From an optimization exercise on the open Yosys and OpenROAD flow, aimed at small area and a short achievable clock period; shortcuts taken in it are not production practice. Function was checked by simulation only, so behaviour that the tests miss may differ from the original.

// final_log
module final_log(clk, reset, base, in_data, out_data);
    input clk, reset;
    input [1:0] base;
    input [31:0] in_data;
    output reg [31:0] out_data;
    function [20:0] tn0;
        input [1:0] b;
        input [2:0] d;    
        begin
            case ({b[1], b[1] ? 1'b0 : b[0], d})
                5'b00000: tn0 = 21'h1fffff;
                5'b00001: tn0 = 21'h1d2eba;
                5'b00010: tn0 = 21'h1e730d;
                5'b00011: tn0 = 21'h1ba1c8;
                5'b00100: tn0 = 21'h1f2e7a;
                5'b00101: tn0 = 21'h1c5d35;
                5'b00110: tn0 = 21'h1da188;
                5'b00111: tn0 = 21'h1ad043;
                5'b01000: tn0 = 21'h1fffff;
                5'b01001: tn0 = 21'h198336;
                5'b01010: tn0 = 21'h1c6e00;
                5'b01011: tn0 = 21'h15f137;
                5'b01100: tn0 = 21'h1e1d8f;
                5'b01101: tn0 = 21'h17a0c6;
                5'b01110: tn0 = 21'h1a8b90;
                5'b01111: tn0 = 21'h140ec7;
                5'b10000: tn0 = 21'h1fffff;
                5'b10001: tn0 = 21'h16a3fd;
                5'b10010: tn0 = 21'h1ad961;
                5'b10011: tn0 = 21'h117d5f;
                5'b10100: tn0 = 21'h1d47fc;
                5'b10101: tn0 = 21'h13ebfa;
                5'b10110: tn0 = 21'h18215e;
                5'b10111: tn0 = 21'hec55c;
  ...
For scale: roughly 30 flip-flops, roughly 68 I/O pins, about 13000 sq um of cells after synthesis.
Settings: LEC_CHECK=0, ABC_AREA=1, CAP_MARGIN=20, CORE_MARGIN=2, CORE_UTILIZATION=40, CTS_BUF_LIST=sky130_fd_sc_hd__clkbuf_8, CTS_CLUSTER_DIAMETER=200, CTS_CLUSTER_SIZE=30, SLEW_MARGIN=20; clock period 60.0 ns.
standard.sh (not shown) runs the stock make flow with config.mk's settings and CLKGATE_MAP_FILE= SYNTH_SCRIPT=/design/flow/synth_recipe.tcl, a recipe that flattens the netlist after the stock synthesis.
==> flow/flow/run.sh <==
#!/bin/bash
# The standard layout (the standard.sh: ORFS from synthesis to the final
# layout, unchanged), with ORFS's timing repair asked to leave 35 ns of setup
# slack instead of none, so that it sizes and buffers the critical paths.
# Ports get buf_1 buffers rather than the delay cells buffer_ports picks on
# its own; the timing repair resizes them where that matters.
# The ORFS logs keep each tool's output; run.log keeps make's.
set -euo pipefail
bash standard.sh SETUP_SLACK_MARGIN=35 "BUFFER_PORTS_ARGS=-buffer_cell sky130_fd_sc_hd__buf_1" finish > run.log 2>&1
Rerun with:
==> flow/flow/run.sh (replaced) <==
#!/bin/bash
# The standard layout (the standard.sh: ORFS from synthesis to the final
# layout, unchanged), with ORFS's timing repair asked to leave 35 ns of setup
# slack instead of none, so that it sizes and buffers the critical paths, then lets it downsize the gates off them (RECOVER_POWER).
# The ORFS logs keep each tool's output; run.log keeps make's.
set -euo pipefail
bash standard.sh SETUP_SLACK_MARGIN=35 RECOVER_POWER=100 finish > run.log 2>&1
Settings changed: CTS_BUF_LIST sky130_fd_sc_hd__clkbuf_8 to default, CTS_CLUSTER_DIAMETER 200 to default, CTS_CLUSTER_SIZE 30 to default.
=>
- With this change the flow finished but fails on max-capacitance violations, max-slew violations
- design area rose by a few percent
- fmax fell by roughly a tenth
- worst hold slack improves by 0.54 ns
- worst setup slack degrades by 3.1 ns
- synthesized area does not change
- sequential share of layout area fell by 0.19 points
- cell count rose slightly
- core utilization rose by 1.6 points
Rerun with:
==> flow/flow/run.sh (replaced) <==
#!/bin/bash
set -euo pipefail
bash standard.sh SETUP_SLACK_MARGIN=35 "BUFFER_PORTS_ARGS=-buffer_cell sky130_fd_sc_hd__buf_1" SKIP_GATE_CLONING=1 finish > run.log 2>&1
Settings changed: CTS_BUF_LIST from default to sky130_fd_sc_hd__clkbuf_8, CTS_CLUSTER_DIAMETER from default to 200, CTS_CLUSTER_SIZE from default to 30.
Outcome: The changed run completed with no timing, DRC or antenna violations. Clock-buffer cell count stays the same. Utilization is lower by 1.8 points. Wire length is lower slightly. Design area is lower by a few percent. Via count is lower slightly.

final_log again, from the RTL that the note above started with.
==> flow/config.mk <==
export PLATFORM = sky130hd
export DESIGN_NAME = final_log
export DESIGN_NICKNAME = final_log
export VERILOG_FILES = /design/flow/design.v
export SDC_FILE = /design/flow/constraint.sdc
export NUM_CORES = 4
export LEC_CHECK = 0
export ABC_AREA = 1
export CAP_MARGIN = 20
export CORE_MARGIN = 2
export CORE_UTILIZATION = 40
export SLEW_MARGIN = 20
==> flow/constraint.sdc <==
create_clock -name core_clock -period 60.0 [get_ports {clk}]
set_input_delay 12.0000 -clock core_clock [delete_from_list [all_inputs] [get_ports {clk}]]
set_output_delay 12.0000 -clock core_clock [all_outputs]
set_load 0.01 [all_outputs]
==> flow/flow/run.sh <==
#!/bin/bash
# The standard layout, with ORFS's timing repair asked to leave 38 ns of setup
# slack (a 22 ns period) instead of none, so that it sizes and buffers the
# critical paths; every tool's output is kept in the ORFS logs and in run.log.
set -euo pipefail
bash standard.sh SETUP_SLACK_MARGIN=38 finish > run.log 2>&1
Then changed:
==> flow/flow/run.sh (replaced) <==
#!/bin/bash
# The standard layout (the standard.sh: ORFS from synthesis to the final
# layout, unchanged), with ORFS's timing repair asked to leave 35 ns of setup
# slack instead of none, so that it sizes and buffers the critical paths.
# The ORFS logs keep each tool's output; run.log keeps make's.
set -euo pipefail
bash standard.sh SETUP_SLACK_MARGIN=35 finish > run.log 2>&1
--- a/flow/config.mk
+++ b/flow/config.mk
@@ -7,3 +7,2 @@
 export LEC_CHECK = 0
-export ABC_AREA = 1
 export CAP_MARGIN = 20
Effect: Global-route usage shrinks by 1.1 points. Count of clock-buffer cells in the layout is unchanged.
Then changed:
==> flow/flow/run.sh (replaced) <==
#!/bin/bash
set -euo pipefail
bash standard.sh SETUP_SLACK_MARGIN=37 "BUFFER_PORTS_ARGS=-buffer_cell sky130_fd_sc_hd__buf_1" SKIP_GATE_CLONING=1 finish > run.log 2>&1
--- a/flow/config.mk
+++ b/flow/config.mk
@@ -7,2 +7,3 @@
 export LEC_CHECK = 0
+export ABC_AREA = 1
 export CAP_MARGIN = 20
@@ -10,2 +11,5 @@
 export CORE_UTILIZATION = 40
+export CTS_BUF_LIST = sky130_fd_sc_hd__clkbuf_8
+export CTS_CLUSTER_DIAMETER = 200
+export CTS_CLUSTER_SIZE = 30
 export SLEW_MARGIN = 20
What happened:
- count of clock-buffer cells in the layout stays the same
- utilization came out lower by 0.45 points
- die area came out lower slightly
- routed wire length went down by a few percent
- cell area fell by a few percent
- sequential share of layout area goes up by 0.10 points
Then changed:
==> flow/flow/run.sh (replaced) <==
#!/bin/bash
# The standard layout (the standard.sh: ORFS from synthesis to the final
# layout, unchanged), with ORFS's timing repair asked to leave 35 ns of setup
# slack instead of none, so that it sizes and buffers the critical paths.
# The ORFS logs keep each tool's output; run.log keeps make's.
set -euo pipefail
bash standard.sh SETUP_SLACK_MARGIN=35 finish > run.log 2>&1
--- a/flow/config.mk
+++ b/flow/config.mk
@@ -10,6 +10,3 @@
 export CORE_MARGIN = 2
-export CORE_UTILIZATION = 40
-export CTS_BUF_LIST = sky130_fd_sc_hd__clkbuf_8
-export CTS_CLUSTER_DIAMETER = 200
-export CTS_CLUSTER_SIZE = 30
+export CORE_UTILIZATION = 60
 export SLEW_MARGIN = 20
Critical path depth came out higher by 3.
Setup slack is worse by 1100 ps.
Sequential share of layout area rose by 0.53 points.
Non-clock buffer count drops by 109.
Via count came out lower by a few percent.
Final area fell by roughly a tenth.
Then changed:
==> flow/flow/run.sh (replaced) <==
#!/bin/bash
# The standard layout (the standard.sh: ORFS from synthesis to the final
# layout, unchanged), with ORFS's timing repair asked to leave 33 ns of setup
# slack instead of none, so that it sizes and buffers the critical paths.
# The ORFS logs keep each tool's output; run.log keeps make's.
set -euo pipefail
bash standard.sh SETUP_SLACK_MARGIN=33 finish > run.log 2>&1
--- a/flow/config.mk
+++ b/flow/config.mk
@@ -10,3 +10,3 @@
 export CORE_MARGIN = 2
-export CORE_UTILIZATION = 60
+export CORE_UTILIZATION = 40
 export SLEW_MARGIN = 20
After rerunning:
- The changed run produced a clean layout
- worst setup slack degrades by 1300 ps
- fmax goes down by 5.1%
- wire length shrinks by 3.5%
- via count fell by 4.1%
- worst hold slack degrades by 66 ps
- critical path depth drops by 6
- sequential share of layout area increases by 0.14 points
- utilization came out lower by 24 points

==> what the ideal ports hide <==
The flow's constraints put no driver on any port. The routed layouts listed below were extracted and timed again, unchanged, in two steps.
Step 1, drivers: a clkbuf_16 drives clk and a buf_2 each remaining input, both assumed.
Step 2 times the ports against the registers' clock, not the clock port: input delays grow and output delays shrink by t, the midpoint of the rising clock arrivals with the driver on.
Three values: no drivers, after step 1, after step 2; two values: the first two.
run	t, ns	setup slack, ns	worst setup path at the end	latest minus earliest clock arrival (ns)	slew at the worst register clock pin (ns)
the first run of note 1	0.339	35.865 / 35.830 / 36.168	register to output	0.015 / 0.015	0.08 / 0.08
the second run of note 1	0.328	32.765 / 32.787 / 32.460	input to register	0.009 / 0.009	0.06 / 0.06
the third run of note 1	0.336	35.915 / 35.880 / 36.177	input to register	0.014 / 0.014	0.07 / 0.07
the first run of note 2	0.332	36.777 / 36.734 / 37.066	register to output	0.011 / 0.012	0.06 / 0.06
the second run of note 2	0.321	34.694 / 34.650 / 34.971	register to output	0.002 / 0.002	0.05 / 0.05
the third run of note 2	0.327	36.654 / 36.618 / 36.945	register to output	0.008 / 0.008	0.07 / 0.07
the fourth run of note 2	0.315	35.580 / 35.542 / 35.857	register to output	0.003 / 0.004	0.05 / 0.05
the fifth run of note 2	0.328	34.265 / 34.226 / 34.554	register to output	0.009 / 0.009	0.06 / 0.06
The setup slack of the second run of note 1, which loses most, moves by +0.022 ns with the drivers and by -0.305 ns with both steps.
